What follows belongs to an exercise in optimizing a design on an open flow for small area; a production flow would make more cautious choices. Only simulation tests tie the RTL to the original design; equivalence was not proved. Power is estimated from default activity; no workload was simulated.

$ cat flow/config.mk
export PLATFORM = sky130hd
export DESIGN_NAME = Follower
export DESIGN_NICKNAME = Follower
export VERILOG_FILES = /design/flow/design.v
export SDC_FILE = /design/flow/constraint.sdc
export NUM_CORES = 4
export LEC_CHECK = 0
export CAP_MARGIN = 20
export CORE_MARGIN = 2
export CORE_UTILIZATION = 60
export PLACE_DENSITY = 0.8
export SLEW_MARGIN = 20
$ cat flow/constraint.sdc
create_clock -name core_clock -period 20.0 [get_ports {clk}]
set_input_delay 4.0000 -clock core_clock [delete_from_list [all_inputs] [get_ports {clk}]]
set_output_delay 4.0000 -clock core_clock [all_outputs]
set_load 0.01 [all_outputs]
$ cat flow/design.v
module reset_synch(rst_n, RST_n, clk);
   input RST_n, clk;  
   output reg rst_n; 
   reg q;
   always @(negedge clk, negedge RST_n)begin
          if(!RST_n)begin
            q<=0;
            rst_n<=0;
          end  
          else begin
            q<=1;
            rst_n<=q;
          end  
   end        
endmodule              
module pwm(PWM_sig, duty, cntr, rst_n, clk);
  output reg PWM_sig;
  input clk, rst_n;
  input [9:0] duty;
  input [9:0] cntr;
  always @(posedge clk, negedge rst_n)
    if (!rst_n) PWM_sig <= 1'b0;
    else if (cntr == duty) PWM_sig <= 1'b0;
    else if (&cntr) PWM_sig <= 1'b1;
endmodule
module pwm_cntr(cntr, rst_n, clk);
  output reg [9:0] cntr;
  input clk, rst_n;
  wire [9:0] nxt;
  inc #(10) iINC(.s(nxt), .a(cntr), .ci(1'b1));
  always @(posedge clk, negedge rst_n)
    if (!rst_n) cntr <= 10'h3ff;
    else cntr <= nxt;
endmodule
module motor_cntrl(clk, rst_n, rht, lft, pwm_cnt, fwd_rht, fwd_lft, rev_rht, rev_lft);
input clk, rst_n;
input [10:0] rht, lft;
output [9:0] pwm_cnt;
output logic fwd_rht, fwd_lft, rev_rht, rev_lft;
logic [9:0] in_right, in_left;
logic out_right, out_left;
pwm_cntr iCNT(.cntr(pwm_cnt), .rst_n(rst_n), .clk(clk));
pwm left_pwm(.PWM_sig(out_right), .duty(in_right), .cntr(pwm_cnt), .rst_n(rst_n), .clk(clk));
pwm right_pwm(.PWM_sig(out_left), .duty(in_left), .cntr(pwm_cnt), .rst_n(rst_n), .clk(clk));
assign in_right = rht[9:0];
assign in_left  = lft[9:0];
wire lz = ~|lft;
wire rz = ~|rht;
assign fwd_lft = lz | (~lft[10] & out_left);
assign rev_lft = lz | ( lft[10] & out_left);
assign fwd_rht = rz | (~rht[10] & out_right);
assign rev_rht = rz | ( rht[10] & out_right);
endmodule
module barcode(ID_vld, ID, BC, clr_ID_vld, clk, rst_n);
input logic BC, clr_ID_vld, clk, rst_n;
output logic [7:0] ID;
output logic ID_vld;
localparam IDLE = 3'd0, GTI = 3'd1, WS = 3'd2, SMPL = 3'd3, WH = 3'd4;
logic [2:0] state;
logic BC_filtered, BC_FF0, BC_FF1, BC_FF2, BC_FF3;
logic [21:0] timing_cnt, smpl_cnt;
logic [3:0] bit_cnt;
always @(posedge clk, negedge rst_n)
	if (!rst_n) {BC_FF0, BC_FF1, BC_FF2, BC_FF3} <= 4'hf;
	else {BC_FF0, BC_FF1, BC_FF2, BC_FF3} <= {BC, BC_FF0, BC_FF1, BC_FF2};
always @(posedge clk, negedge rst_n)
	if (!rst_n)
		BC_filtered <= 1'b1;
	else if (BC_FF1 & BC_FF2 & BC_FF3)
		BC_filtered <= 1'b1;
	else if (~(BC_FF1 | BC_FF2 | BC_FF3))
		BC_filtered <= 1'b0;
wire s_idle = (state == IDLE);
wire s_gti  = (state == GTI);
wire s_ws   = (state == WS);
wire s_smpl = (state == SMPL);
wire s_wh   = state[2];
wire smpl_z = ~|smpl_cnt[20:0];
wire [21:0] smpl_nxt = {smpl_cnt[20:0], smpl_cnt[21] ^ smpl_cnt[20] ^ smpl_z};
wire match = (smpl_cnt == timing_cnt);
wire shift = s_smpl & match;
wire tmo   = smpl_cnt[21] & smpl_z;
always @(posedge clk)
	if (s_gti & BC_filtered) timing_cnt <= smpl_cnt;
always @(posedge clk)
	if (s_idle | (s_gti & BC_filtered) | (s_ws & ~BC_filtered)) smpl_cnt <= 22'h0;
	else smpl_cnt <= smpl_nxt;
wire [3:0] bit_inc;
inc #(4) iINC(.s(bit_inc), .a(bit_cnt), .ci(shift));
always @(posedge clk)
	if (s_idle | s_gti) bit_cnt <= 4'h0;
	else bit_cnt <= bit_inc;
always @(posedge clk, negedge rst_n)
	if (!rst_n)
		state <= IDLE;
	else case (state)
		IDLE: if (~BC_filtered) state <= GTI;
		GTI:  if (BC_filtered) state <= WS;
		WS:   if (bit_cnt[3] | tmo) state <= IDLE;
		      else if (~BC_filtered) state <= SMPL;
		SMPL: if (match) state <= WH;
		default: if (BC_filtered) state <= WS;
	endcase
always @(posedge clk, negedge rst_n)
	if (!rst_n)
		ID <= 8'hFF;
	else if (clr_ID_vld)
		ID <= 8'hFF;
	else if (shift)
		ID <= {ID[6:0], BC_filtered};
always @(posedge clk, negedge rst_n)
	if (!rst_n)
		ID_vld <= 1'b0;
	else if (clr_ID_vld)
		ID_vld <= 1'b0;
	else if (~|ID[7:6])
		ID_vld <= 1'b1;
endmodule
module uart_rcv(rx_rdy, rx_data, clk, rst_n, RX);
	output reg [7:0] rx_data;
	output reg rx_rdy;
	input clk, rst_n, RX;
	reg rx_nr, rx_rd;
	reg [11:0] baud_cnt;
	reg [3:0] bit_cnt;
	reg [1:0] state;		 
	wire idle  = ~state[0] & ~state[1];
	wire first = state[0];
	wire rest  = state[1];
	wire [11:0] baud_nxt = {baud_cnt[10:0], ~(baud_cnt[11] ^ baud_cnt[7] ^ baud_cnt[1] ^ baud_cnt[0])};
	wire half = ((baud_cnt & 12'h7bf) == 12'h7ad);
	wire full = ((baud_cnt & 12'hff7) == 12'h586);
	wire done = bit_cnt[3] & bit_cnt[1];	 
	wire shift = (first & half) | (rest & ~done & full);
	always @(posedge clk, negedge rst_n)
		if (!rst_n) begin
			rx_nr <= 1'b1;
			rx_rd <= 1'b1;
		end else begin
			rx_nr <= RX;
			rx_rd <= rx_nr;
		end
	wire [3:0] bit_inc;
	inc #(4) iINC(.s(bit_inc), .a(bit_cnt), .ci(shift));
	always @(posedge clk)
		if (idle) bit_cnt <= 4'h0;
		else bit_cnt <= bit_inc;
	always @(posedge clk)
		if (idle | shift) baud_cnt <= 12'h000;
		else baud_cnt <= baud_nxt;
	always @(posedge clk)
		if (shift & ~(bit_cnt[3] & bit_cnt[0]))
			rx_data <= {rx_rd, rx_data[7:1]};
	always @(posedge clk, negedge rst_n)
		if (!rst_n) state <= 2'b00;
		else if (idle) state <= {1'b0, ~rx_rd};
		else if (first) state <= {half, ~half};
		else state <= {~done, 1'b0};
	always @(posedge clk, negedge rst_n)
		if (!rst_n) rx_rdy <= 1'b0;
		else rx_rdy <= rest & done;
endmodule
module A2D_intf(cnv_cmplt, res, a2d_SS_n, SCLK, MOSI, clk, rst_n, strt_cnv, chnnl, MISO);
output logic cnv_cmplt, a2d_SS_n, SCLK, MOSI;
output logic [11:0] res;
input logic clk, rst_n, strt_cnv, MISO;
input logic [2:0] chnnl;
logic [10:0] cnt;
logic [15:0] shft_reg;
wire idle = cnt[10] & cnt[9];
wire last = cnt[10] & ~cnt[9];
wire fin  = last & cnt[1] & cnt[0];
wire start = idle & strt_cnv;
wire shift = (cnt[4:0] == 5'd30);
wire [10:0] cnt_inc;
inc #(11) iINC(.s(cnt_inc), .a(cnt), .ci(1'b1));
assign a2d_SS_n = idle ? ~strt_cnv : fin;
assign SCLK = cnt[4];
assign MOSI = shft_reg[15];
assign res = ~shft_reg[11:0];
always @(posedge clk, negedge rst_n)
	if (!rst_n)
		cnt <= 11'h7ff;
	else if (a2d_SS_n)
		cnt <= 11'h7ff;
	else
		cnt <= cnt_inc;
always @(posedge clk, negedge rst_n)
	if (!rst_n)
		shft_reg[15] <= 1'b0;
	else if (start)
		shft_reg[15] <= 1'b0;
	else if (shift)
		shft_reg[15] <= shft_reg[14];
always @(posedge clk)
	if (start)
		shft_reg[14:0] <= {1'b0, chnnl, 11'h000};
	else if (shift)
		shft_reg[14:0] <= {shft_reg[13:0], MISO};
always @(posedge clk)
	if (strt_cnv)
		cnv_cmplt <= 1'b0;
	else if (fin)
		cnv_cmplt <= 1'b1;
endmodule
module alu(sum, sat, a, b, inv, cin);
  output [15:0] sum;		 
  output [11:0] sat;		 
  input [15:0] a, b;
  input inv, cin;
  rca #(16) iADD(.s(sum), .a(a), .b(b ^ {16{inv}}), .ci(cin));
  assign sat = (~sum[15] & |sum[14:11]) ? 12'h7ff :
               ( sum[15] & ~&sum[14:11]) ? 12'h800 : sum[11:0];
endmodule
module rca #(parameter W = 16) (s, a, b, ci);
  output [W-1:0] s;
  input [W-1:0] a, b;
  input ci;
  wire [W:0] c;
  assign c[0] = ci;
  genvar k;
  generate for (k = 0; k < W; k = k + 1) begin : fa
    assign s[k] = a[k] ^ b[k] ^ c[k];
    assign c[k+1] = (a[k] & b[k]) | (c[k] & (a[k] ^ b[k]));
  end endgenerate
endmodule
module inc #(parameter W = 8) (s, a, ci);
  output [W-1:0] s;
  input [W-1:0] a;
  input ci;
  wire [W:0] c;
  assign c[0] = ci;
  genvar k;
  generate for (k = 0; k < W; k = k + 1) begin : ha
    assign s[k] = a[k] ^ c[k];
    assign c[k+1] = a[k] & c[k];
  end endgenerate
endmodule
module motion(addr, strt_cnv, lft, rht, IR_out_en, IR_mid_en, IR_in_en, res, cnv_cmplt, go, pwm_cnt, clk, rst_n);
output reg [10:0] lft, rht;
output [2:0] addr;
output strt_cnv, IR_out_en, IR_mid_en, IR_in_en;
input [11:0] res;
input [9:0] pwm_cnt;
input cnv_cmplt, go, clk, rst_n;
localparam IDLE = 3'd0, TW = 3'd1, CW = 3'd2, CI = 3'd3, CALC = 3'd4;
reg [2:0] state;
reg [12:0] tmr;
reg [2:0] chnnl;
reg [1:0] itg_cnt;
reg [10:0] Fwd;
reg [15:0] Accum;
reg [11:0] Intgrl;
reg [13:0] Error;
wire s_idle = (state == IDLE);
wire s_tw   = (state == TW);
wire s_cw   = (state == CW);
wire s_ci   = (state == CI);
wire s_calc = state[2];
wire ch5 = chnnl[2] & chnnl[0];
wire cnv_done = s_cw & cnv_cmplt;
wire itg = s_ci & (&itg_cnt);
wire [12:0] tmr_nxt = {tmr[11:0], ~(tmr[12] ^ tmr[10] ^ tmr[8] ^ tmr[7])};
wire tmr32   = ((tmr & 13'h285) == 13'h081);
wire tmr4096 = ((tmr & 13'hdff) == 13'h05a);
wire [7:0] tk = {tmr[6] & ~tmr[7], tmr[5] & ~tmr[6], tmr[4] & ~tmr[5], tmr[3] & ~tmr[4],
                 tmr[2] & ~tmr[3], tmr[1] & ~tmr[2], tmr[0] & ~tmr[1], ~tmr[0]};
assign strt_cnv = s_tw & (chnnl[0] ? tmr32 : tmr4096);
wire [15:0] sum;
wire [11:0] sat;
wire t0 = s_calc & tk[0];
wire t1 = s_calc & tk[1];
wire t2 = s_calc & tk[2];
wire t3 = s_calc & tk[3];
wire tF = s_calc & (tk[4] | tk[6]);	 
wire tR = s_calc & (tk[5] | tk[7]);	 
wire t45 = s_calc & tmr[3] & ~tmr[5];	 
wire [11:0] E = Error[11:0];
wire [11:0] I = Intgrl;
wire [15:0] opA = ({16{s_tw | s_cw | t1 | tR}} & Accum) |
                  ({16{s_ci}} & {{4{Intgrl[11]}}, Intgrl}) |
                  ({16{tF}} & {5'b0, Fwd}) |
                  ({16{t0}} & {{1{E[11]}}, E, 3'b000}) |
                  ({16{t2}} & {{1{I[11]}}, I, 3'b000}) |
                  ({16{t3}} & {{6{Accum[15]}}, Accum[14:5]});
wire rep = strt_cnv & ((~chnnl[2] & chnnl[1] & chnnl[0]) | (chnnl[2] & ~chnnl[1] & ~chnnl[0]));
wire [13:0] res_sc = (s_cw & chnnl[2]) ? {res, 2'b00} : {2'b00, res};
wire [15:0] opB = ({16{cnv_done | rep}} & {2'b00, res_sc}) |
                  ({16{s_ci}} & {{8{E[11]}}, E[11:4]}) |
                  ({16{t1}} & {{10{E[11]}}, E[11:6]}) |
                  ({16{t2}} & {{4{I[11]}}, I}) |
                  ({16{t0 | t3 | tF}} & {{2{Error[13]}}, Error});	 
wire inv = (s_cw & chnnl[0]) | (rep & chnnl[2]) | t0 | t1 | t2 | t45;
wire cin = (s_cw & chnnl[0]) | (rep & chnnl[2]) | t0 | (t1 & ~|E[5:0]) | t2 | t45;
alu iALU(.sum(sum), .sat(sat), .a(opA), .b(opB), .inv(inv), .cin(cin));
wire PWM_sig = ~pwm_cnt[7] | (~|pwm_cnt[6:4] & ~(pwm_cnt[3] & pwm_cnt[2] & (pwm_cnt[1] | pwm_cnt[0])));
always @(posedge clk, negedge rst_n)
	if (!rst_n)
		state <= IDLE;
	else case (state)
		IDLE: if (go) state <= TW;
		TW:   if (strt_cnv) state <= CW;
		CW:   if (cnv_cmplt) state <= ch5 ? CI : TW;
		CI:   state <= CALC;
		default: if (tk[7]) state <= IDLE;
	endcase
always @(posedge clk)
	if (s_idle | s_ci | (cnv_done & ~chnnl[0]))
		tmr <= 13'h0;
	else
		tmr <= tmr_nxt;
always @(posedge clk, negedge rst_n)
	if (!rst_n)
		chnnl <= 3'h0;
	else if (s_idle & go)
		chnnl <= 3'h0;
	else if (cnv_done & ~ch5)
		chnnl <= chnnl + 1'b1;
always @(posedge clk, negedge rst_n)
	if (!rst_n)
		itg_cnt <= 2'b00;
	else if (s_calc & tk[7])
		itg_cnt <= itg_cnt + 1'b1;
wire [10:0] Fwd_inc;
inc #(11) iFWD(.s(Fwd_inc), .a(Fwd), .ci(itg & ~&Fwd[10:8]));
always @(posedge clk)
	if (~go)
		Fwd <= 11'h000;
	else
		Fwd <= Fwd_inc;
always @(posedge clk)
	Accum <= sum;
always @(posedge clk)
	if (cnv_done & ch5)
		Error <= {{2{sat[11]}}, sat};
	else if (t1)
		Error <= sum[14:1];
	else if (t3)
		Error <= sum[13:0];
always @(posedge clk, negedge rst_n)
	if (!rst_n)
		Intgrl <= 12'h000;
	else if (itg)
		Intgrl <= sat;
wire [10:0] drv = sat[11:1];
wire [9:0] drv_mag;
inc #(10) iMAG(.s(drv_mag), .a(drv[9:0] ^ {10{drv[10]}}), .ci(drv[10]));
wire [10:0] drv_sm = {drv[10], drv_mag};
always @(posedge clk, negedge rst_n)
	if (!rst_n)
		rht <= 11'h000;
	else if (!go)
		rht <= 11'h000;
	else if (s_calc & tk[5])
		rht <= drv_sm;
always @(posedge clk, negedge rst_n)
	if (!rst_n)
		lft <= 11'h000;
	else if (!go)
		lft <= 11'h000;
	else if (s_calc & tk[7])
		lft <= drv_sm;
assign addr = (chnnl == 3'b000) ? 3'b001:
              (chnnl == 3'b001) ? 3'b000:
              (chnnl == 3'b010) ? 3'b100:
              (chnnl == 3'b011) ? 3'b010:
              (chnnl == 3'b100) ? 3'b011:
              3'b111;
wire IR_en = (s_idle & go) | s_tw | (s_cw & ~(chnnl[0] & cnv_cmplt));
assign IR_in_en  = IR_en & ~chnnl[2] & ~chnnl[1] & PWM_sig;
assign IR_mid_en = IR_en & ~chnnl[2] &  chnnl[1] & PWM_sig;
assign IR_out_en = IR_en &  chnnl[2] & PWM_sig;
endmodule
module cmd_intf(buzz, buzz_n, go, in_transit, clr_ID_vld, ID, ID_vld, cmd_rdy, OK2Move, cmd, clk, rst_n);
output logic go, in_transit, clr_ID_vld, buzz, buzz_n;
input [7:0] cmd, ID;
input ID_vld, cmd_rdy, OK2Move, clk, rst_n;
logic [12:0] count;
logic [5:0] dest_ID;
wire buzz_en = in_transit & ~OK2Move;
wire c6250 = &{count[12], count[11], count[6], count[5], count[3], count[1]};
wire c6249 = &{count[12], count[11], count[6], count[5], count[3], count[0]};
wire [12:0] count_inc;
inc #(13) iINC(.s(count_inc), .a(count), .ci(buzz_en));
always @(posedge clk, negedge rst_n)
	if (!rst_n)
		count <= 13'h0000;
	else if (buzz_en & c6250)
		count <= 13'h0000;
	else
		count <= count_inc;
always @(posedge clk, negedge rst_n)
	if (!rst_n)
		buzz <= 1'b0;
	else
		buzz <= buzz_en & (buzz ^ c6249);
assign buzz_n = ~buzz;
wire go_cmd   = cmd_rdy & ~cmd[7] &  cmd[6];
wire stop_cmd = cmd_rdy & ~cmd[7] & ~cmd[6];
wire at_dest  = ID_vld & (ID[5:0] == dest_ID);
always @(posedge clk, negedge rst_n)
	if (!rst_n)
		in_transit <= 1'b0;
	else
		in_transit <= go_cmd | (in_transit & ~stop_cmd & ~at_dest);
always @(posedge clk)
	if (go_cmd)
		dest_ID <= cmd[5:0];
assign clr_ID_vld = in_transit & ID_vld & (~cmd_rdy | cmd[7]);
assign go = in_transit & OK2Move;
endmodule
module dig_core(clk,rst_n,cmd_rdy,cmd,lft,rht,buzz,buzz_n,
                in_transit,OK2Move,ID,clr_ID_vld,ID_vld,cnv_cmplt,strt_cnv,
                chnnl,A2D_res,IR_in_en,IR_mid_en,go,IR_out_en,led,pwm_cnt);
  input clk,rst_n;
  input cmd_rdy;
  input [7:0] cmd;
  input OK2Move;
  input [7:0] ID;
  input ID_vld;
  input cnv_cmplt;
  input [11:0] A2D_res;
  input [9:0] pwm_cnt;
  output [10:0] lft,rht;
  output buzz,buzz_n;
  output in_transit;
  output clr_ID_vld;
  output strt_cnv;
  output [2:0] chnnl;
  output IR_in_en,IR_mid_en,IR_out_en;
  output [7:0] led;
  output go;
  assign led = 8'h00;
  cmd_intf cmd_cntrl(.buzz(buzz), .buzz_n(buzz_n), .go(go), .in_transit(in_transit),
                     .clr_ID_vld(clr_ID_vld), .ID(ID), .ID_vld(ID_vld), .cmd_rdy(cmd_rdy),
                     .OK2Move(OK2Move), .cmd(cmd), .clk(clk), .rst_n(rst_n));
  motion motion_cntrl(.addr(chnnl), .strt_cnv(strt_cnv), .lft(lft), .rht(rht),
                      .IR_out_en(IR_out_en), .IR_mid_en(IR_mid_en), .IR_in_en(IR_in_en),
                      .res(A2D_res), .cnv_cmplt(cnv_cmplt), .go(go), .pwm_cnt(pwm_cnt),
                      .clk(clk), .rst_n(rst_n));
endmodule
module Follower(clk,RST_n,led,a2d_SS_n,SCLK,MISO,MOSI,rev_rht,
                rev_lft,fwd_rht,fwd_lft,IR_in_en,IR_mid_en,IR_out_en,
				in_transit,OK2Move,buzz,buzz_n,BC,RX);
  input clk,RST_n;			 
  input MISO;				 
  input BC;					 
  input OK2Move;			 
  input RX;					 
  output [7:0] led;				 
  output a2d_SS_n,SCLK,MOSI;	 
  output rev_rht,fwd_rht;		 
  output rev_lft,fwd_lft;		 
  output IR_in_en,IR_mid_en,IR_out_en;	 
  output buzz,buzz_n;			 
  output in_transit;			 
  wire [10:0] lft, rht;
  wire [7:0] cmd;
  wire [7:0] ID;
  wire [11:0] A2D_res;
  wire [2:0] chnnl;
  wire [9:0] pwm_cnt;
  wire cmd_rdy, ID_vld, clr_ID_vld;
  wire cnv_cmplt, strt_cnv, go;
  wire rst_n;
  reset_synch iRST(.clk(clk), .RST_n(RST_n), .rst_n(rst_n));
  dig_core iCORE(.clk(clk),.rst_n(rst_n),.cmd_rdy(cmd_rdy),.cmd(cmd),.led(led),
                 .lft(lft),.rht(rht),.buzz(buzz),.buzz_n(buzz_n),.in_transit(in_transit),
                 .OK2Move(OK2Move),.ID(ID),.clr_ID_vld(clr_ID_vld),.ID_vld(ID_vld),
                 .strt_cnv(strt_cnv),.cnv_cmplt(cnv_cmplt),.chnnl(chnnl),.A2D_res(A2D_res),
                 .go(go),.pwm_cnt(pwm_cnt),
                 .IR_in_en(IR_in_en),.IR_mid_en(IR_mid_en),.IR_out_en(IR_out_en));
  uart_rcv iCMD(.clk(clk),.rst_n(rst_n),.RX(RX),.rx_rdy(cmd_rdy),.rx_data(cmd));
  motor_cntrl iMTR(.clk(clk), .rst_n(rst_n), .lft(lft), .rht(rht), .pwm_cnt(pwm_cnt),
                   .fwd_lft(fwd_lft), .rev_lft(rev_lft), .fwd_rht(fwd_rht), .rev_rht(rev_rht));
  barcode iBC(.clk(clk),.rst_n(rst_n),.BC(BC),.ID_vld(ID_vld),.clr_ID_vld(clr_ID_vld),
              .ID(ID));
  A2D_intf iA2D(.clk(clk),.rst_n(rst_n),.strt_cnv(strt_cnv),.cnv_cmplt(cnv_cmplt),.chnnl(chnnl),
                .res(A2D_res),.a2d_SS_n(a2d_SS_n),.SCLK(SCLK),.MOSI(MOSI),.MISO(MISO));
endmodule
$ cat flow/flow/run.sh
#!/bin/bash
# Layout flow: the standard flow (standard synthesis unchanged), with
#  - the port buffers made with the smallest buffer (buf_1) instead of the default,
#  - clock tree synthesis with clkbuf_8 leaf clusters of at most 14 sinks and no
#    dummy loads.
# Every tool's output goes to standard.log in this folder (ORFS also keeps its own
# per-step logs under orfs/logs).
set -o pipefail
CTS="-sink_clustering_enable -repair_clock_nets -sink_clustering_size 14 -sink_clustering_max_diameter 80 -buf_list sky130_fd_sc_hd__clkbuf_8 -dont_use_dummy_load"
bash standard.sh "BUFFER_PORTS_ARGS=-buffer_cell sky130_fd_sc_hd__buf_1" "CTS_ARGS=$CTS" finish > standard.log 2>&1
$ cat flow/standard.sh
#!/bin/bash
# synth_recipe.tcl (not shown) runs the flow's synth.tcl, then flattens the netlist and writes it again
# the make line also repeats each setting of config.mk as NAME=value (left out here)
make -C /OpenROAD-flow-scripts/flow DESIGN_CONFIG=/design/flow/config.mk WORK_HOME=/design/flow/orfs CLKGATE_MAP_FILE= SYNTH_SCRIPT=/design/flow/synth_recipe.tcl "${@:-finish}"
==> qor.csv, run 1 <==
stage,metric,value,unit
finish,"commonest non-fill, non-tap cells in the layout","156 x nand2_1, 95 x dfxtp_1, 71 x a21oi_1, 67 x dfrtp_1, 61 x ha_1",
cts,Max clock buf depth,3,
worst_setup_path,Critical Path Source,RST_n,
cts,cts repair resizes,0,
yosys,sequential-to-total area share from yosys stat,52.2,%
yosys,Syn Area/Cell,10.6,um2
detailed_routing,Iter 0 DRT Violations,857,
worst_setup_path,startpoint types,input port,
detailed_routing,antenna-violating nets left,0,
die,die height,144,um
worst_setup_path,WP data required,10810,ps
cts,CTS root buf,clkbuf_8,
placement,DP HPWL,17.6,mm
sta,Slew Limit Headroom,33.6,%
yosys,"EDFF count, synth",53,
cts,CTS Hold Buffers Added,0,
sta,worst slew pin tran,996,ps
yosys,post-synthesis compound-gate area fraction,11.2,%
cts,H-Tree Depth,1,
worst_setup_path,RR Startpoint,iCORE.motion_cntrl.tmr[3],
detailed_routing,Pre-Repair DR Iteration Count,12,
yosys,fraction of the mapped netlist area in adder cells,9.01,%
finish,fin area,12300,um2
yosys,xor and xnor fraction of the mapped netlist area,6.05,%
cts,clk sink count,253,
yosys,Yosys cell types,66,
pwr,Pleak,5.31,nW
worst_hold_path,Tightest Hold Check Type,reg2reg,
yosys,Gate Count Post-Synth,1111,
cts,clk slew on worst S/H paths,50,ps
grt,Tot GR Track Use,24.7,%
die,row count,51,
yosys,largest family of logic cells by synthesized area,simple AND/OR/NAND/NOR gates,
placement,RePlAce Congestion,0.927,
yosys,Ys Warns,8,
pwr,worst-case vdd ir drop,66.1,uV
yosys,Most used DFF post-synth,dfxtp_1,
pwr,pwr dens,73.1,nW/um2
sta,RSZ-0062 raised after global routing,no,
worst_setup_path,Crit-path slowest cell,buf_1,
grt,vias in the first global route,8079,
finish,"commonest non-fill, non-tap cell in the layout",nand2_1,
cts,CTS tree,yes,
die,Placeable Area,19400,um2
worst_setup_path,worst-path cell chain,buf_1,
finish,Syn-to-layout area delta,4.53,%
die,IO Count,27,
grt,first-pass GRT wire length,40.9,mm
sta,Hold Fails Final Rpt,0,
worst_setup_path,worst-path fanout max,2,
sta,Max Clock Skew,38.5,ps
sta,# setup viols final,0,
placement,port bufs,18,
die,Chip Width,144,um
run,Max-Cap Viols,0,
worst_setup_path,crit end category,asynchronous set/reset pin,
cts,post-CTS setup buffers,0,
cts,Num CTS Buffers,22,
detailed_routing,vias per inst,5.96,
yosys,Simple-Gate Fraction of Synth Area,16.6,%
detailed_routing,wire per inst,18.0,um
grt,initial antenna violation count,0,
yosys,asr flop ratio synth,41.5,%
worst_hold_path,worst hold path startpoint,iRST.q,
finish,n_diodes,0,
worst_setup_path,"Arr. time, crit path",4110,ps
worst_setup_path,Crit path max-delay family,buffers and inverters,
sta,final number of max-transition violations,0,
worst_setup_path,delay of the slowest critical-path stage,110,ps
grt,total congestion overflow,0,
yosys,mux share of post-synthesis cell area,1.70,%
sta,setup_tns,0,ps
worst_setup_path,crit path kind,in2async,
grt,maximum number of pins on one net before global-route repair,65,
pwr,Pwr Total,902,uW
placement,Area after DPL,12000,um2
die,starting density of the core,60.9,%
outcome,status,timing/DRC/antenna clean,
yosys,Synth Register Bits,253,
yosys,Mapped Area,11800,um2
finish,top flop regs,"iBC.smpl_cnt: 22 flops, iBC.timing_cnt: 22 flops",
detailed_routing,DRC Markers,0,
finish,share of cells above drive strength 1,6.96,%
finish,Final Net Count,1190,
detailed_routing,Vias,8177,
die,die area,20800,um2
detailed_routing,Detailed Route WL,24.7,mm
cts,Worst-Skew Late Latency,540,ps
worst_setup_path,WP buf/inv,1,
[cell families after synthesis]
logic type	count (synthesis)
AO/OA/AOI/OAI	196
flip-flops	253
other	2
XOR/XNOR	79
AND/OR/NAND/NOR	396
multiplexers	20
buffers and inverters	89
adder cells (fa/ha/maj)	76
[layout make-up]
class | instances | area, um2
Multi-Input combinational cell | 776 | 5320
Sequential cell | 253 | 6170
Fill cell | 1618 | 7050
Clock buffer | 22 | 303
Timing Repair Buffer | 23 | 105
Inverter | 32 | 121
Tap cell | 265 | 332
[metrics by stage]
step	hold WS (ps)	utilization (%)	setup slack, ps	cells
after floorplan	292	-	6300	1118
after global placement	304	62.0	6170	1348
after detailed placement	310	62.0	6160	1348
after CTS	310	63.6	6710	1370
after global routing	316	63.6	6690	1371
final	307	63.6	6690	1371
[cells in the mapped netlist (3+ instances only)]
master    number  area, um2
a211oi_1      12       90.1
a21boi_0       5       37.5
a21o_1        13       97.6
a21oi_1       71        355
a221oi_1       9       78.8
a222oi_1      15        150
a22oi_1        7       52.6
a31oi_1        7       43.8
and2_1        27        169
and3_1        15       93.8
and3b_1        5       43.8
buf_2          6       30.0
buf_4          8       60.1
clkbuf_1      42        158
dfrtp_1       67       1680
dfstp_2       36        946
dfxtp_1       95       1900
edfxtp_1      53       1590
fa_1          15        300
ha_1          61        763
inv_1         31        116
mux2i_1       20        200
nand2_1      156        586
nand2b_1      14       87.6
nand3_1       16       80.1
nand3b_1       3       22.5
nand4_1       15       93.8
nor2_1        52        195
nor2b_1       48        300
nor3_1        12       60.1
nor3b_1        3       22.5
nor4_1        19        119
o21a_1         4       30.0
o21ai_0       23        115
o221ai_1      12        105
xnor2_1       41        359
xor2_1        36        315
[per-layer routing]
metal / global-route usage, % / wire length [um] / part of all wire, % / vias to the layer above
met1: 34.4 / 10800 / 44 / 3971
met3: 4.14 / 1450 / 5.9 / 67
li1: - / - / - / 3852
met2: 39.3 / 11700 / 47 / 287
met4: 9.20 / 733 / 3.0 / 0
met5: 0 / 0 / 0 / -
[report_power, final]
part | total (mW) | switching [mW] | internal [mW]
clock network | 0.255 | 0.157 | 0.0985
registers | 0.578 | 0.0211 | 0.557
logic | 0.0687 | 0.0391 | 0.0297
[worst paths after layout]
check	to	slack (ps)	cells past startpoint
setup / recovery	iRST.q	6690	1
hold / removal	iRST.rst_n	310	0
setup reg to reg	iCORE.motion_cntrl.lft[9]	8340	37
hold reg to reg	iRST.rst_n	310	0
max in group core_clock	iCORE.motion_cntrl.lft[9]	8340	37
min in group asynchronous	iBC.state[0]	10350	1
==> inputs of run 2 (changes only) <==
--- a/flow/config.mk
+++ b/flow/config.mk
@@ -8,5 +8,4 @@
 export CAP_MARGIN = 20
 export CORE_MARGIN = 2
-export CORE_UTILIZATION = 60
-export PLACE_DENSITY = 0.8
+export CORE_UTILIZATION = 40
 export SLEW_MARGIN = 20
==> run 2 against run 1 <==
Net effect: utilization is 20 points lower; first-iteration DRC count fell by 20%; global-route usage down 8.5 points; design area is 1.6% higher; register-to-register slack improved by 80 ps; synthesized cell count stayed put; routed wire length increased by 0.22%; area after synthesis stayed put; die area rose by 48%; worst hold slack worse by 1.6 ps; critical path type unchanged.
==> qor.csv, run 2 <==
stage,metric,value,unit,change
pwr,worst-case vdd ir drop,39.7,uV,-40%
pwr,pwr dens,72.2,nW/um2,-1.2%
finish,"commonest non-fill, non-tap cell in the layout",nand2_1,,
grt,total congestion overflow,0,,unchanged
die,die height,176,um,+22%
die,Chip Width,176,um,+22%
pwr,Flop pwr share,63.9,%,-0.2 points
die,Placeable Area,28900,um2,+49%
cts,CTS tree,yes,,
detailed_routing,antenna-violating nets left,0,,unchanged
sta,# setup viols final,0,,unchanged
worst_setup_path,Crit-path slowest cell,buf_1,,
placement,RePlAce Congestion,0.877,,-5.4%
worst_setup_path,Levels on crit path,1,,unchanged
worst_setup_path,worst-path fanout max,2,,unchanged
yosys,asr flop ratio synth,41.5,%,unchanged
worst_setup_path,WP data required,10830,ps,+20 ps
detailed_routing,Pre-Repair DR Iteration Count,10,,-2
sta,RSZ-0062 raised after global routing,no,,
cts,cts repair resizes,0,,unchanged
sta,worst slew pin tran,1050,ps,+55.5 ps
yosys,most frequent cell after synthesis,nand2_1,,
worst_setup_path,WP buf/inv,1,,unchanged
cts,CTS Hold Buffers Added,0,,unchanged
worst_setup_path,reg2reg end,iCORE.motion_cntrl.Intgrl[2],,
worst_setup_path,Crit path max-delay family,buffers and inverters,,
yosys,Simple-Gate Fraction of Synth Area,16.6,%,unchanged
cts,CTS root buf,clkbuf_8,,
placement,pre-CTS WS,6160,ps,+6.31 ps
placement,port bufs,18,,unchanged
cts,Max clock buf depth,3,,unchanged
finish,Final Net Count,1198,,+0.67%
yosys,Mapped Area,11800,um2,unchanged
pwr,Pleak,5.35,nW,+0.75%
placement,DP HPWL,17.6,mm,+0.21%
worst_setup_path,r2r setup slk,8420,ps,+80 ps
worst_setup_path,end of the critical path,iRST.rst_n,,
cts,H-Tree Depth,1,,unchanged
worst_setup_path,delay of the slowest critical-path stage,110,ps,about the same
grt,maximum number of pins on one net before global-route repair,55,,-15%
yosys,Synth top area share,16.1,%,unchanged
yosys,"area leader, netlist",dfxtp_1,,
worst_setup_path,startpoint types,input port,,
cts,Num CTS Buffers,22,,unchanged
sta,Hold Fails Final Rpt,0,,unchanged
finish,Syn-to-layout area delta,6.21,%,
placement,dpl cells,1476,,+9.5%
finish,share of cells above drive strength 1,7.45,%,+0.49 points
worst_hold_path,Tightest Hold Check Type,reg2reg,,
worst_setup_path,crit end category,asynchronous set/reset pin,,
detailed_routing,Iter 0 DRT Violations,688,,-20%
finish,Non-Filler Instances,1498,,+9.3%
detailed_routing,Detailed Route WL,24.8,mm,+0.22%
worst_setup_path,crit path kind,in2async,,
yosys,Synth top cells by count,"156 x nand2_1, 95 x dfxtp_1, 71 x a21oi_1",,
outcome,status,timing/DRC/antenna clean,,
yosys,"EDFF count, synth",53,,unchanged
finish,register area,6170,um2,unchanged
cts,Worst-Skew Late Latency,560,ps,+20 ps
cts,post-CTS setup buffers,0,,unchanged
die,starting density of the core,40.9,%,-20 points
yosys,Ys Warns,8,,unchanged
worst_setup_path,Critical Path Source,RST_n,,
cts,clk sink count,253,,unchanged
worst_setup_path,"Arr. time, crit path",4110,ps,about the same
finish,top flop regs,"iBC.smpl_cnt: 22 flops, iBC.timing_cnt: 22 flops",,
sta,final number of max-transition violations,0,,unchanged
cts,clk slew on worst S/H paths,60,ps,about the same
yosys,largest family of logic cells by synthesized area,simple AND/OR/NAND/NOR gates,,
worst_setup_path,RR Startpoint,iRST.rst_n,,
sta,Max Clock Skew,68.1,ps,+29.6 ps
die,row count,62,,+22%
finish,"commonest non-fill, non-tap cells in the layout","156 x nand2_1, 95 x dfxtp_1, 71 x a21oi_1, 67 x dfrtp_1, 61 x ha_1",,
yosys,Most used DFF post-synth,dfxtp_1,,
grt,first-pass GRT wire length,41.1,mm,+0.51%
pwr,clock network fraction of total power,28.5,%,+0.2 points
grt,vias in the first global route,7830,,-3.1%
finish,number of fill cells,2817,,+74%
worst_setup_path,worst-case reg-to-reg path depth,2,,-95%
finish,n_diodes,0,,unchanged
grt,initial antenna violation count,0,,unchanged
yosys,sequential-to-total area share from yosys stat,52.2,%,unchanged
finish,area of the multi-input gates,5310,um2,-0.21%
sta,setup_tns,0,ps,unchanged
yosys,mux share of post-synthesis cell area,1.70,%,unchanged
pwr,Comb power frac,7.6,%,about the same
worst_setup_path,worst-path cell chain,buf_1,,
yosys,xor and xnor fraction of the mapped netlist area,6.05,%,unchanged
yosys,Yosys cell types,66,,unchanged
sta,final worst setup slack,6720,ps,+28.7 ps
die,IO Count,27,,unchanged
detailed_routing,DRC Markers,0,,unchanged
pwr,P_sw,221,uW,+1.6%
yosys,Synth Register Bits,253,,unchanged
yosys,Syn Area/Cell,10.6,um2,unchanged
yosys,"top cells by area, synth","dfxtp_1 16%, dfrtp_1 14%, edfxtp_1 13%, dfstp_2 8.0%, ha_1 6.5%",,
pwr,Internal,685,uW,about the same
grt,Tot GR Track Use,16.3,%,-8.5 points
detailed_routing,Vias,7904,,-3.3%
pwr,sw frac,24.3,%,+0.30 points
run,Max-Cap Viols,0,,unchanged
yosys,post-synthesis compound-gate area fraction,11.2,%,unchanged
sta,Slew Limit Headroom,29.9,%,-3.7 points
detailed_routing,vias per inst,5.28,,-12%
yosys,fraction of the mapped netlist area in adder cells,9.01,%,unchanged
sta,Fin Hold WS,306,ps,-1.63 ps
die,die area,30900,um2,+48%
detailed_routing,wire per inst,16.5,um,-8.3%
yosys,Gate Count Post-Synth,1111,,unchanged
[run 2: power by group through the flow]
| stage | logic (mW) | clock network (mW) | registers (mW) |
|---|---|---|---|
| finish | 0.0684 | 0.259 | 0.579 |
| global route | 0.0776 | 0.287 | 0.583 |
| floorplan | 0.0559 | 0 | 0.584 |
| global placement | 0.0696 | 0 | 0.588 |
| detailed placement | 0.0699 | 0 | 0.589 |
| CTS | 0.0703 | 0.271 | 0.579 |
[run 2: through the flow]
stage               total power, mW  util [%]  instance area, um2
floorplan                     0.640         -               11800
global placement              0.658      42.4               12200
detailed placement            0.659      42.4               12200
CTS                           0.920      43.5               12500
global route                  0.948      43.5               12500
finish                        0.906      43.5               12500
[run 2: worst min-delay path by stage]
stage | from | end | depth (start not counted)
2_1_floorplan | iRST.q | iRST.rst_n | 0
3_3_place_gp | iRST.q | iRST.rst_n | 0
3_5_place_dp | iRST.q | iRST.rst_n | 0
4_1_cts | iRST.q | iRST.rst_n | 0
5_1_grt | iRST.q | iRST.rst_n | 0
6_report | iRST.q | iRST.rst_n | 0
[run 2: final cells by class]
class                      instances  share of cell area [%]
sequential                       253                    49.2
multi-input combinational        776                    42.3
tap                              384                    3.83
clock buffer                      22                    2.41
timing repair buffer              31                    1.32
inverter                          32                   0.968
[run 2: layer usage]
metal	GRT usage, %	wire length, um	up-vias
li1	-	-	3864
met1	23.4	11900	3810
met2	24.8	10900	177
met3	3.05	1360	53
met4	5.30	641	0
met5	0.160	0	-
[run 2: kinds of logic (layout without fill, tap and decap cells)]
group                      Yosys count  after routing
and+or+nand+nor                    396            396
DFF                                253            253
AOI/OAI and AO/OA                  196            196
buffers and inverters               89             85
xor gates and xnor gates            79             79
adders and majority gates           76             76
muxes                               20             20
other                                2              9
==> inputs of run 3 (changes only) <==
==> flow/flow/run.sh (replaced) <==
#!/bin/bash
# Layout flow: the standard flow (standard synthesis unchanged), with
#  - the port buffers made with the smallest buffer (buf_1) instead of the default,
#  - clock tree synthesis with clkbuf_8 leaf clusters of at most 16 sinks and no
#    dummy loads.
# Every tool's output goes to standard.log in this folder (ORFS also keeps its own
# per-step logs under orfs/logs).
set -o pipefail
CTS="-sink_clustering_enable -repair_clock_nets -sink_clustering_size 16 -sink_clustering_max_diameter 90 -buf_list sky130_fd_sc_hd__clkbuf_8 -dont_use_dummy_load"
bash standard.sh "BUFFER_PORTS_ARGS=-buffer_cell sky130_fd_sc_hd__buf_1" "CTS_ARGS=$CTS" finish > standard.log 2>&1
==> run 3 against run 2 <==
Net effect: largest cell class unchanged; via count barely moved; highest routed layer unchanged; design area fell by 0.33%; synthesized cell count is the same; clock power decreased by 6%; still clean on timing, DRC and antenna; worst hold slack improved by 1.3 ps; setup slack improved by 9.5 ps; sequential share of layout area increased by 0.16 points.
==> qor.csv, run 3 <==
stage,metric,value,unit,change
outcome,status,timing/DRC/antenna clean,,
sta,RSZ-0062 raised after global routing,no,,
worst_hold_path,Tightest Hold Check Type,reg2reg,,
die,row count,62,,unchanged
yosys,sequential-to-total area share from yosys stat,52.2,%,unchanged
die,Chip Width,176,um,unchanged
grt,maximum number of pins on one net before global-route repair,55,,unchanged
yosys,Most used DFF post-synth,dfxtp_1,,
pwr,worst-case vdd ir drop,38.0,uV,-4.2%
yosys,Gate Count Post-Synth,1111,,unchanged
finish,fin area,12500,um2,-0.33%
sta,# setup viols final,0,,unchanged
worst_setup_path,Crit path max-delay family,buffers and inverters,,
finish,"commonest non-fill, non-tap cell in the layout",nand2_1,,
worst_setup_path,crit path kind,in2async,,
worst_setup_path,worst-case reg-to-reg path depth,2,,unchanged
sta,Hold Fails Final Rpt,0,,unchanged
cts,clk sink count,253,,unchanged
detailed_routing,Detailed Route WL,24.6,mm,-0.45%
yosys,Mapped Area,11800,um2,unchanged
yosys,Ys Warns,8,,unchanged
finish,share of cells above drive strength 1,7.20,%,-0.25 points
finish,Final Net Count,1195,,-0.25%
die,IO Count,27,,unchanged
yosys,Synth top area share,16.1,%,unchanged
placement,pre-CTS WS,6160,ps,unchanged
worst_setup_path,reg2reg end,iCORE.motion_cntrl.Intgrl[3],,
pwr,Pwr Total,889,uW,-1.8%
cts,cts repair resizes,0,,unchanged
pwr,pwr dens,71.2,nW/um2,-1.5%
sta,Max Clock Skew,43.3,ps,-24.8 ps
placement,Area after DPL,12200,um2,unchanged
die,die area,30900,um2,unchanged
die,starting density of the core,40.9,%,unchanged
yosys,Yosys cell types,66,,unchanged
worst_setup_path,WP data required,10840,ps,about the same
finish,"commonest non-fill, non-tap cells in the layout","156 x nand2_1, 95 x dfxtp_1, 71 x a21oi_1, 67 x dfrtp_1, 61 x ha_1",,
worst_setup_path,startpoint types,input port,,
cts,clk slew on worst S/H paths,70,ps,about the same
worst_setup_path,r2r setup slk,8460,ps,+40 ps
worst_setup_path,worst-path fanout max,2,,unchanged
finish,n_diodes,0,,unchanged
cts,Num CTS Buffers,19,,-14%
worst_setup_path,Levels on crit path,1,,unchanged
sta,final number of max-transition violations,0,,unchanged
worst_setup_path,RR Startpoint,iRST.rst_n,,
placement,port bufs,18,,unchanged
finish,number of fill cells,2811,,-0.21%
yosys,Synth Register Bits,253,,unchanged
sta,final worst setup slack,6730,ps,+9.49 ps
worst_setup_path,Critical Path Source,RST_n,,
finish,top flop regs,"iBC.smpl_cnt: 22 flops, iBC.timing_cnt: 22 flops",,
worst_setup_path,end of the critical path,iRST.rst_n,,
sta,Fin Hold WS,307,ps,+1.32 ps
cts,post-CTS setup buffers,0,,unchanged
yosys,"EDFF count, synth",53,,unchanged
grt,total congestion overflow,0,,unchanged
grt,first-pass GRT wire length,40.8,mm,-0.55%
placement,RePlAce Congestion,0.877,,unchanged
yosys,Syn Area/Cell,10.6,um2,unchanged
worst_setup_path,WP buf/inv,1,,unchanged
cts,CTS root buf,clkbuf_8,,
worst_setup_path,worst-path cell chain,buf_1,,
yosys,"area leader, netlist",dfxtp_1,,
cts,Worst-Skew Late Latency,550,ps,about the same
yosys,Synth top cells by count,"156 x nand2_1, 95 x dfxtp_1, 71 x a21oi_1",,
cts,Max clock buf depth,3,,unchanged
detailed_routing,DRC Markers,0,,unchanged
worst_hold_path,worst hold path startpoint,iRST.q,,
cts,CTS Hold Buffers Added,0,,unchanged
placement,DP HPWL,17.6,mm,unchanged
worst_setup_path,"Arr. time, crit path",4110,ps,about the same
cts,CTS tree,yes,,
worst_setup_path,delay of the slowest critical-path stage,110,ps,about the same
sta,worst slew pin tran,1020,ps,-28.9 ps
yosys,asr flop ratio synth,41.5,%,unchanged
sta,setup_tns,0,ps,unchanged
grt,vias in the first global route,7794,,-0.46%
sta,Slew Limit Headroom,31.8,%,+1.9 points
worst_setup_path,crit end category,asynchronous set/reset pin,,
worst_setup_path,Crit-path slowest cell,buf_1,,
detailed_routing,vias per inst,5.29,,+0.26%
grt,Tot GR Track Use,16.2,%,-0.070 points
finish,Syn-to-layout area delta,5.86,%,
detailed_routing,Pre-Repair DR Iteration Count,8,,-2
cts,H-Tree Depth,1,,unchanged
grt,initial antenna violation count,0,,unchanged
detailed_routing,wire per inst,16.5,um,-0.25%
detailed_routing,Iter 0 DRT Violations,655,,-4.8%
die,die height,176,um,unchanged
yosys,"top cells by area, synth","dfxtp_1 16%, dfrtp_1 14%, edfxtp_1 13%, dfstp_2 8.0%, ha_1 6.5%",,
run,Max-Cap Viols,0,,unchanged
die,Placeable Area,28900,um2,unchanged
yosys,most frequent cell after synthesis,nand2_1,,
detailed_routing,antenna-violating nets left,0,,unchanged
detailed_routing,Vias,7909,,+0.063%
pwr,Pleak,5.33,nW,-0.40%
## run 3: cell counts after synthesis
Identical to the previous run, type by type.
## run 3: per-stage QoR
stage | instances | util (%)
2_1_floorplan | 1118 | -
3_3_place_gp | 1476 | 42.4
3_5_place_dp | 1476 | 42.4
4_1_cts | 1495 | 43.3
5_1_grt | 1495 | 43.3
6_report | 1495 | 43.3
## run 3: cells by family after synthesis
logic type / synth area share, %
other cells: 0.0636
flops: 52.2
simple gates: 16.6
mux: 1.70
compound gates: 11.2
xor+xnor: 6.05
buf+inv: 3.16
fa+ha+maj: 9.01
## run 3: where the power goes
group / switching [mW] / internal [mW]
clock network: 0.157 / 0.0857
registers: 0.0215 / 0.557
logic: 0.0384 / 0.0297
## run 3: how the worst min path moves through the flow
| stage | to | cells past startpoint |
|---|---|---|
| final | iRST.rst_n | 0 |
| after global routing | iRST.rst_n | 0 |
| after CTS | iRST.rst_n | 0 |
| after detailed placement | iRST.rst_n | 0 |
| after global placement | iRST.rst_n | 0 |
| after floorplan | iRST.rst_n | 0 |
## run 3: area by class of cell
class	instances	area (um2)	share of cell area, %
timing repair buffer	31	165	1.32
clock buffer	19	262	2.09
inverter	32	121	0.971
sequential	253	6170	49.3
multi-input combinational	776	5310	42.4
tap	384	480	3.84
## run 3: metal layers
metal	global-route usage, %	wire length, um	vias to the layer above
met4	4.96	571	0
met5	0.160	0	-
li1	-	-	3859
met1	23.3	11700	3815
met2	24.8	10900	186
met3	3.18	1500	49
==> inputs of run 4 (changes only) <==
--- a/flow/config.mk
+++ b/flow/config.mk
@@ -9,3 +9,4 @@
 export CORE_MARGIN = 2
 export CORE_UTILIZATION = 40
+export PLACE_DENSITY = 0.75
 export SLEW_MARGIN = 20
==> run 4 against run 3 <==
Net effect: still clean on timing, DRC and antenna; area after synthesis unchanged; first-iteration DRC count decreased by 5.3%; die area unchanged; critical path type unchanged; critical endpoint unchanged; largest cell class unchanged; largest power group unchanged.
==> qor.csv, run 4 <==
stage,metric,value,unit,change
finish,"commonest non-fill, non-tap cell in the layout",nand2_1,,
grt,grt met2 use,26.1,%,+1.3 points
yosys,Simple-Gate Fraction of Synth Area,16.6,%,unchanged
worst_setup_path,"Arr. time, crit path",4110,ps,about the same
yosys,Synth Register Bits,253,,unchanged
sta,setup_tns,0,ps,unchanged
worst_setup_path,WP buf/inv,1,,unchanged
cts,clk slew on worst S/H paths,60,ps,about the same
yosys,"EDFF count, synth",53,,unchanged
worst_setup_path,Levels on crit path,1,,unchanged
sta,Slew Limit Headroom,32.5,%,+0.68 points
grt,vias in the first global route,7855,,+0.78%
finish,Final Net Count,1189,,-0.50%
finish,register area,6170,um2,unchanged
detailed_routing,Detailed Route WL,24.6,mm,-0.12%
cts,Max clock buf depth,3,,unchanged
die,row count,62,,unchanged
grt,GRT busiest layer,met2,,
worst_setup_path,worst-path fanout max,2,,unchanged
finish,area of the multi-input gates,5320,um2,+0.21%
die,die height,176,um,unchanged
yosys,post-synthesis compound-gate area fraction,11.2,%,unchanged
die,Placeable Area,28900,um2,unchanged
pwr,Pwr Total,889,uW,about the same
cts,Num CTS Buffers,19,,unchanged
die,die area,30900,um2,unchanged
yosys,Yosys cell types,66,,unchanged
placement,dpl cells,1470,,-0.41%
cts,CTS tree,yes,,
worst_setup_path,crit path kind,in2async,,
finish,fin area,12500,um2,-0.27%
sta,RSZ-0062 raised after global routing,no,,
grt,met3 global-route usage,2.08,%,-1.1 points
worst_setup_path,worst-case reg-to-reg path depth,36,,+34
grt,Tot GR Track Use,16.0,%,-0.22 points
yosys,sequential-to-total area share from yosys stat,52.2,%,unchanged
cts,Worst-Skew Late Latency,540,ps,about the same
placement,DP HPWL,17.6,mm,+0.11%
detailed_routing,wire per inst,16.5,um,+0.28%
sta,final number of max-transition violations,0,,unchanged
detailed_routing,Vias,8111,,+2.6%
grt,met1 GRT Util,21.9,%,-1.4 points
yosys,asr flop ratio synth,41.5,%,unchanged
sta,final worst setup slack,6710,ps,-20.4 ps
pwr,pwr dens,71.3,nW/um2,+0.27%
yosys,Ys Warns,8,,unchanged
worst_hold_path,WHS Path Cells,0,,unchanged
detailed_routing,DRC Markers,0,,unchanged
placement,pre-CTS WS,6160,ps,+1.06 ps
yosys,"area leader, netlist",dfxtp_1,,
yosys,Gate Count Post-Synth,1111,,unchanged
yosys,xor and xnor fraction of the mapped netlist area,6.05,%,unchanged
die,Chip Width,176,um,unchanged
worst_setup_path,startpoint types,input port,,
worst_setup_path,Crit-path slowest cell,buf_1,,
yosys,mux share of post-synthesis cell area,1.70,%,unchanged
yosys,"top cells by area, synth","dfxtp_1 16%, dfrtp_1 14%, edfxtp_1 13%, dfstp_2 8.0%, ha_1 6.5%",,
yosys,Synth top area share,16.1,%,unchanged
cts,clk sink count,253,,unchanged
placement,Area after DPL,12200,um2,-0.37%
placement,port bufs,18,,unchanged
detailed_routing,Iter 0 DRT Violations,620,,-5.3%
finish,"commonest non-fill, non-tap cells in the layout","156 x nand2_1, 95 x dfxtp_1, 71 x a21oi_1, 67 x dfrtp_1, 61 x ha_1",,
finish,top flop regs,"iBC.smpl_cnt: 22 flops, iBC.timing_cnt: 22 flops",,
finish,Non-Filler Instances,1489,,-0.40%
worst_hold_path,Tightest Hold Check Type,reg2reg,,
worst_setup_path,worst-path cell chain,buf_1,,
worst_setup_path,r2r setup slk,8350,ps,-110 ps
grt,first-pass GRT wire length,40.4,mm,-1.0%
cts,cts repair resizes,0,,unchanged
yosys,Synth top cells by count,"156 x nand2_1, 95 x dfxtp_1, 71 x a21oi_1",,
die,IO Count,27,,unchanged
yosys,Mapped Area,11800,um2,unchanged
grt,maximum number of pins on one net before global-route repair,60,,+9.1%
run,Max-Cap Viols,0,,unchanged
finish,n_diodes,0,,unchanged
outcome,status,timing/DRC/antenna clean,,
worst_setup_path,Crit path max-delay family,buffers and inverters,,
sta,# setup viols final,0,,unchanged
detailed_routing,antenna-violating nets left,0,,unchanged
grt,total congestion overflow,0,,unchanged
pwr,Pleak,5.30,nW,-0.58%
detailed_routing,Pre-Repair DR Iteration Count,7,,-1
worst_setup_path,crit end category,asynchronous set/reset pin,,
cts,H-Tree Depth,1,,unchanged
finish,share of cells above drive strength 1,6.88,%,-0.32 points
finish,Syn-to-layout area delta,5.57,%,
cts,post-CTS setup buffers,0,,unchanged
yosys,Most used DFF post-synth,dfxtp_1,,
cts,CTS Hold Buffers Added,0,,unchanged
sta,Hold Fails Final Rpt,0,,unchanged
worst_setup_path,delay of the slowest critical-path stage,110,ps,about the same
placement,RePlAce Congestion,0.941,,+7.3%
yosys,largest family of logic cells by synthesized area,simple AND/OR/NAND/NOR gates,,
sta,worst slew pin tran,1010,ps,-10.1 ps
yosys,most frequent cell after synthesis,nand2_1,,
detailed_routing,vias per inst,5.45,,+3.0%
grt,initial antenna violation count,0,,unchanged
yosys,fraction of the mapped netlist area in adder cells,9.01,%,unchanged
worst_setup_path,WP data required,10810,ps,-30 ps
yosys,Syn Area/Cell,10.6,um2,unchanged
pwr,worst-case vdd ir drop,59.6,uV,+57%
cts,CTS root buf,clkbuf_8,,
sta,Max Clock Skew,26.6,ps,-16.7 ps
finish,number of fill cells,2722,,-3.2%
die,starting density of the core,40.9,%,unchanged
-- run 4: cell counts after synthesis --
Identical to the previous run, type by type.
-- run 4: cell families (layout without fill, tap and decap cells) --
family,count (synthesis),after routing
and+or+nand+nor,396,396
AOI/OAI and AO/OA,196,196
DFF,253,253
adders and majority gates,76,76
other,2,9
muxes,20,20
xor gates and xnor gates,79,79
buffers and inverters,89,76
-- run 4: final cells by class --
| type | count | share of cell area (%) |
|---|---|---|
| timing repair buffer | 25 | 0.963 |
| inverter | 32 | 0.973 |
| clock buffer | 19 | 2.10 |
| sequential | 253 | 49.5 |
| tap | 384 | 3.85 |
| multi-input combinational | 776 | 42.7 |
-- run 4: final timing paths --
| check | endpoint | startpoint |
|---|---|---|
| worst max register to register | iCORE.motion_cntrl.lft[9] | iCORE.motion_cntrl.chnnl[0] |
| worst min register to register | iRST.rst_n | iRST.q |
| worst max-delay path | iRST.rst_n | RST_n |
| max in group core_clock | iCORE.motion_cntrl.lft[9] | iCORE.motion_cntrl.chnnl[0] |
| worst min-delay path | iRST.rst_n | iRST.q |
| min in group asynchronous | iCMD.state[1] | iRST.rst_n |
-- run 4: metrics by stage --
stage               hold slack, ps  utilization [%]
floorplan                      292                -
global placement               305             42.3
detailed placement             298             42.3
CTS                            309             43.2
global route                   309             43.2
finish                         310             43.2
-- run 4: per-layer routing --
layer	wire length, um	up-vias
li1	-	3840
met1	11000	3952
met2	11500	266
met3	1350	53
met4	739	0
met5	0	-
-- run 4: power breakdown --
| part | internal, mW | switching [mW] | total [mW] |
|---|---|---|---|
| Combinational | 0.0298 | 0.0392 | 0.0691 |
| Clock | 0.0860 | 0.156 | 0.242 |
| Sequential | 0.557 | 0.0215 | 0.579 |
| Total | 0.673 | 0.216 | 0.889 |
==> inputs of run 5 (changes only) <==
--- a/flow/config.mk
+++ b/flow/config.mk
@@ -8,5 +8,4 @@
 export CAP_MARGIN = 20
 export CORE_MARGIN = 2
-export CORE_UTILIZATION = 40
-export PLACE_DENSITY = 0.75
+export CORE_UTILIZATION = 50
 export SLEW_MARGIN = 20
==> run 5 against run 4 <==
Net effect: still clean; clock skew is 5.0 ps lower; power about the same; routed wire length is 1.7% higher; final cell count is 4.4% lower; setup slack worse by 4.8 ps; global-route usage increased by 4.6 points.
==> qor.csv, run 5 <==
stage,metric,value,unit,change
detailed_routing,DRC Markers,0,,unchanged
yosys,Mapped Area,11800,um2,unchanged
yosys,Synth Register Bits,253,,unchanged
die,Chip Width,158,um,-10%
placement,Area after DPL,12100,um2,-0.73%
worst_hold_path,Tightest Hold Check Type,reg2reg,,
finish,Syn-to-layout area delta,4.76,%,
pwr,Internal,673,uW,about the same
worst_setup_path,Crit path max-delay family,buffers and inverters,,
grt,initial antenna violation count,0,,unchanged
pwr,Pleak,5.30,nW,about the same
worst_setup_path,delay of the slowest critical-path stage,110,ps,about the same
worst_setup_path,worst-path fanout max,2,,unchanged
pwr,pwr dens,71.9,nW/um2,+0.84%
finish,register area,6170,um2,unchanged
grt,vias in the first global route,7616,,-3.0%
finish,share of cells above drive strength 1,6.70,%,-0.17 points
sta,Fin Hold WS,308,ps,-2.83 ps
yosys,"area leader, netlist",dfxtp_1,,
placement,dpl cells,1404,,-4.5%
cts,cts repair resizes,0,,unchanged
cts,CTS root buf,clkbuf_8,,
pwr,worst-case vdd ir drop,98.5,uV,+65%
pwr,Comb power frac,7.7,%,about the same
finish,top flop regs,"iBC.smpl_cnt: 22 flops, iBC.timing_cnt: 22 flops",,
yosys,most frequent cell after synthesis,nand2_1,,
cts,Max clock buf depth,3,,unchanged
sta,Slew Limit Headroom,31.7,%,-0.81 points
yosys,Most used DFF post-synth,dfxtp_1,,
placement,DP HPWL,17.7,mm,+0.39%
outcome,status,timing/DRC/antenna clean,,
grt,total congestion overflow,0,,unchanged
worst_setup_path,crit path kind,in2async,,
worst_setup_path,"Arr. time, crit path",4110,ps,about the same
cts,CTS tree,yes,,
placement,RePlAce Congestion,0.883,,-6.2%
finish,Final Net Count,1188,,-0.084%
cts,clk slew on worst S/H paths,60,ps,about the same
sta,Hold Fails Final Rpt,0,,unchanged
sta,RSZ-0062 raised after global routing,no,,
sta,# setup viols final,0,,unchanged
detailed_routing,Pre-Repair DR Iteration Count,7,,unchanged
detailed_routing,wire per inst,17.6,um,+6.4%
sta,final number of max-transition violations,0,,unchanged
sta,worst slew pin tran,1020,ps,+12.1 ps
cts,post-CTS setup buffers,0,,unchanged
worst_setup_path,WP buf/inv,1,,unchanged
pwr,P_sw,217,uW,+0.25%
die,row count,56,,-9.7%
yosys,Gate Count Post-Synth,1111,,unchanged
detailed_routing,Iter 0 DRT Violations,579,,-6.6%
sta,Max Clock Skew,21.7,ps,-4.98 ps
worst_setup_path,startpoint types,input port,,
yosys,"top cells by area, synth","dfxtp_1 16%, dfrtp_1 14%, edfxtp_1 13%, dfstp_2 8.0%, ha_1 6.5%",,
yosys,Ys Warns,8,,unchanged
finish,"commonest non-fill, non-tap cell in the layout",nand2_1,,
die,Placeable Area,23300,um2,-19%
yosys,"EDFF count, synth",53,,unchanged
cts,Worst-Skew Late Latency,520,ps,-20 ps
sta,final worst setup slack,6700,ps,-4.77 ps
finish,Non-Filler Instances,1423,,-4.4%
worst_setup_path,crit end category,asynchronous set/reset pin,,
worst_setup_path,worst-path cell chain,buf_1,,
grt,first-pass GRT wire length,40.6,mm,+0.51%
die,die area,24900,um2,-20%
die,IO Count,27,,unchanged
finish,"commonest non-fill, non-tap cells in the layout","156 x nand2_1, 95 x dfxtp_1, 71 x a21oi_1, 67 x dfrtp_1, 61 x ha_1",,
die,die height,158,um,-10%
detailed_routing,vias per inst,5.56,,+2.1%
die,starting density of the core,50.6,%,+9.7 points
detailed_routing,Vias,7915,,-2.4%
yosys,Synth top cells by count,"156 x nand2_1, 95 x dfxtp_1, 71 x a21oi_1",,
placement,pre-CTS WS,6160,ps,-0.510 ps
placement,port bufs,18,,unchanged
finish,n_diodes,0,,unchanged
worst_setup_path,Crit-path slowest cell,buf_1,,
yosys,Synth top area share,16.1,%,unchanged
detailed_routing,antenna-violating nets left,0,,unchanged
yosys,Syn Area/Cell,10.6,um2,unchanged
yosys,sequential-to-total area share from yosys stat,52.2,%,unchanged
detailed_routing,Detailed Route WL,25.0,mm,+1.7%
run,Max-Cap Viols,0,,unchanged
cts,Num CTS Buffers,19,,unchanged
finish,fin area,12400,um2,-0.77%
pwr,sw frac,24.4,%,+0.046 points
sta,setup_tns,0,ps,unchanged
worst_setup_path,WP data required,10810,ps,about the same
grt,Tot GR Track Use,20.6,%,+4.6 points
yosys,asr flop ratio synth,41.5,%,unchanged
finish,area of the multi-input gates,5310,um2,-0.14%
cts,CTS Hold Buffers Added,0,,unchanged
cts,H-Tree Depth,1,,unchanged
pwr,Flop pwr share,65.0,%,about the same
cts,clk sink count,253,,unchanged
yosys,Yosys cell types,66,,unchanged
grt,maximum number of pins on one net before global-route repair,62,,+3.3%
pwr,clock network fraction of total power,27.3,%,about the same
finish,number of fill cells,2106,,-23%
-- run 5: cell counts after synthesis --
No cell type changed its count.
-- run 5: through the flow --
| stage | power (mW) | utilization (%) |
|---|---|---|
| after floorplan | 0.640 | - |
| after global placement | 0.658 | 51.9 |
| after detailed placement | 0.659 | 51.9 |
| after CTS | 0.903 | 53.0 |
| after global routing | 0.932 | 53.0 |
| final | 0.890 | 53.0 |
-- run 5: cell families after synthesis --
kind of cell,synth area share [%]
other cells,0.0636
simple gates,16.6
fa+ha+maj,9.01
flops,52.2
buf+inv,3.16
mux,1.70
compound gates,11.2
xor+xnor,6.05
-- run 5: metal layers --
metal | share of wire (%) | wire length [um] | GRT usage, %
met5 | 0 | 0 | 0
met4 | 2.4 | 605 | 5.89
met3 | 5.6 | 1400 | 3.31
met2 | 44 | 11100 | 31.6
met1 | 48 | 11900 | 30.2
-- run 5: final cells by class --
cell class	count	area share, %
well taps	319	3.23
repair buffers	24	0.910
multi-input cells	776	42.9
clock buffers	19	2.11
inverters	32	0.981
flip-flops and latches	253	49.8
-- run 5: power by group through the flow --
stage	Sequential (mW)	Combinational, mW	Clock, mW
after floorplan	0.584	0.0559	0
after global placement	0.588	0.0696	0
after detailed placement	0.589	0.0696	0
after CTS	0.579	0.0702	0.254
after global routing	0.583	0.0780	0.272
final	0.579	0.0685	0.243
-- run 5: worst paths after layout --
kind                                                   from                           end  slack, ps  cells past startpoint
min in group asynchronous                        iRST.rst_n                 iCMD.state[0]      10360                      1
max in group core_clock         iCORE.motion_cntrl.chnnl[0]     iCORE.motion_cntrl.lft[9]       8520                     36
worst min register to register                       iRST.q                    iRST.rst_n        310                      0
worst max register to register                   iRST.rst_n  iCORE.motion_cntrl.Intgrl[8]       8450                      2
worst max-delay path                                  RST_n                    iRST.rst_n       6700                      1
worst min-delay path                                 iRST.q                    iRST.rst_n        310                      0
==> inputs of run 6 (changes only) <==
--- a/flow/config.mk
+++ b/flow/config.mk
@@ -9,3 +9,4 @@
 export CORE_MARGIN = 2
 export CORE_UTILIZATION = 50
+export PLACE_DENSITY = 0.75
 export SLEW_MARGIN = 20
==> run 6 against run 5 <==
Net effect: design area hardly changed; die area stayed put; non-clock buffer count is 2 higher; first-iteration DRC count rose by 1.6%; still clean on timing, DRC and antenna; largest power group unchanged; register-to-register slack got worse by 70 ps; critical path type unchanged.
==> qor.csv, run 6 <==
stage,metric,value,unit,change
yosys,Ys Warns,8,,unchanged
cts,Num CTS Buffers,19,,unchanged
yosys,Most used DFF post-synth,dfxtp_1,,
die,die height,158,um,unchanged
finish,"commonest non-fill, non-tap cell in the layout",nand2_1,,
placement,dpl cells,1406,,+0.14%
grt,first-pass GRT wire length,40.2,mm,-1.0%
grt,Tot GR Track Use,20.1,%,-0.46 points
cts,post-CTS setup buffers,0,,unchanged
yosys,"area leader, netlist",dfxtp_1,,
yosys,Syn Area/Cell,10.6,um2,unchanged
pwr,worst-case vdd ir drop,68.8,uV,-30%
cts,Max clock buf depth,3,,unchanged
run,Max-Cap Viols,0,,unchanged
worst_setup_path,startpoint types,input port,,
detailed_routing,Pre-Repair DR Iteration Count,7,,unchanged
worst_setup_path,worst-path fanout max,2,,unchanged
yosys,Synth Register Bits,253,,unchanged
finish,"commonest non-fill, non-tap cells in the layout","156 x nand2_1, 95 x dfxtp_1, 71 x a21oi_1, 67 x dfrtp_1, 61 x ha_1",,
sta,final number of max-transition violations,0,,unchanged
placement,RePlAce Congestion,0.976,,+11%
worst_setup_path,"Arr. time, crit path",4110,ps,about the same
placement,DP HPWL,17.1,mm,-3.2%
detailed_routing,Detailed Route WL,24.3,mm,-3.1%
pwr,Pleak,5.31,nW,+0.17%
placement,port bufs,18,,unchanged
detailed_routing,Iter 0 DRT Violations,588,,+1.6%
sta,# setup viols final,0,,unchanged
yosys,Synth top cells by count,"156 x nand2_1, 95 x dfxtp_1, 71 x a21oi_1",,
grt,initial antenna violation count,0,,unchanged
worst_setup_path,delay of the slowest critical-path stage,110,ps,about the same
sta,setup_tns,0,ps,unchanged
worst_setup_path,crit end category,asynchronous set/reset pin,,
sta,RSZ-0062 raised after global routing,no,,
sta,Hold Fails Final Rpt,0,,unchanged
outcome,status,timing/DRC/antenna clean,,
finish,Syn-to-layout area delta,4.85,%,about the same
grt,vias in the first global route,7880,,+3.5%
finish,top flop regs,"iBC.smpl_cnt: 22 flops, iBC.timing_cnt: 22 flops",,
cts,H-Tree Depth,1,,unchanged
sta,Max Clock Skew,25.7,ps,+4.08 ps
worst_setup_path,Crit path max-delay family,buffers and inverters,,
die,starting density of the core,50.6,%,unchanged
cts,clk sink count,253,,unchanged
yosys,most frequent cell after synthesis,nand2_1,,
worst_setup_path,worst-path cell chain,buf_1,,
worst_setup_path,WP data required,10810,ps,about the same
worst_setup_path,crit path kind,in2async,,
worst_setup_path,Crit-path slowest cell,buf_1,,
yosys,asr flop ratio synth,41.5,%,unchanged
yosys,Gate Count Post-Synth,1111,,unchanged
detailed_routing,DRC Markers,0,,unchanged
cts,clk slew on worst S/H paths,60,ps,about the same
placement,pre-CTS WS,6150,ps,-10.5 ps
sta,Slew Limit Headroom,31.8,%,+0.084 points
die,Placeable Area,23300,um2,unchanged
yosys,sequential-to-total area share from yosys stat,52.2,%,unchanged
worst_setup_path,WP buf/inv,1,,unchanged
finish,Non-Filler Instances,1425,,+0.14%
pwr,pwr dens,72.0,nW/um2,about the same
cts,CTS tree,yes,,
die,row count,56,,unchanged
cts,CTS Hold Buffers Added,0,,unchanged
cts,cts repair resizes,0,,unchanged
yosys,Yosys cell types,66,,unchanged
sta,worst slew pin tran,1020,ps,-1.25 ps
yosys,Synth top area share,16.1,%,unchanged
grt,total congestion overflow,0,,unchanged
detailed_routing,Vias,8003,,+1.1%
detailed_routing,wire per inst,17.0,um,-3.2%
worst_hold_path,Tightest Hold Check Type,reg2reg,,
run 6: changes by cell type in the layout (fill, tap and decap cells not counted), sizes merged:
cell	change
buf	+2
run 6: path summary, 6_finish.rpt:
kind,from,to,slack [ps],cells after the start
worst min-delay path,iRST.q,iRST.rst_n,310,0
worst min register to register,iRST.q,iRST.rst_n,310,0
worst max-delay path,RST_n,iRST.rst_n,6700,1
worst max register to register,iCORE.motion_cntrl.chnnl[0],iCORE.motion_cntrl.lft[9],8380,37
min in group asynchronous,iRST.rst_n,iCORE.cmd_cntrl.buzz,10430,1
max in group core_clock,iCORE.motion_cntrl.chnnl[0],iCORE.motion_cntrl.lft[9],8380,37
run 6: area by class of cell:
| class | instances | area [um2] |
|---|---|---|
| Fill cell | 2028 | 11000 |
| Sequential cell | 253 | 6170 |
| Multi-Input combinational cell | 776 | 5310 |
| Tap cell | 319 | 399 |
| Clock buffer | 19 | 262 |
| Timing Repair Buffer | 26 | 128 |
| Inverter | 32 | 121 |
run 6: kinds of logic after synthesis:
logic type	Yosys count	share of synthesized area, %
AOI/OAI and AO/OA	196	11.2
and+or+nand+nor	396	16.6
xor gates and xnor gates	79	6.05
buffers and inverters	89	3.16
DFF	253	52.2
adders and majority gates	76	9.01
muxes	20	1.70
other	2	0.0636
run 6: metal layers:
layer	vias to the layer above	track usage, %	share of wire [%]
li1	3846	-	-
met1	3856	29.2	47
met2	249	30.7	44
met3	52	3.34	6.6
met4	0	6.88	2.8
met5	-	0	0
run 6: per-stage QoR:
stage,hold slack (ps),area (um2),power [mW]
after global routing,310,12400,0.923
after CTS,309,12400,0.899
final,308,12400,0.891
after floorplan,292,11800,0.640
after detailed placement,298,12100,0.658
after global placement,305,12100,0.655
run 6: report_power, final:
group | switching, mW | total (mW) | leakage (nW) | internal [mW]
combinational | 0.0384 | 0.0681 | 2.61 | 0.0297
clock | 0.158 | 0.244 | 0.137 | 0.0859
sequential | 0.0219 | 0.579 | 2.56 | 0.557
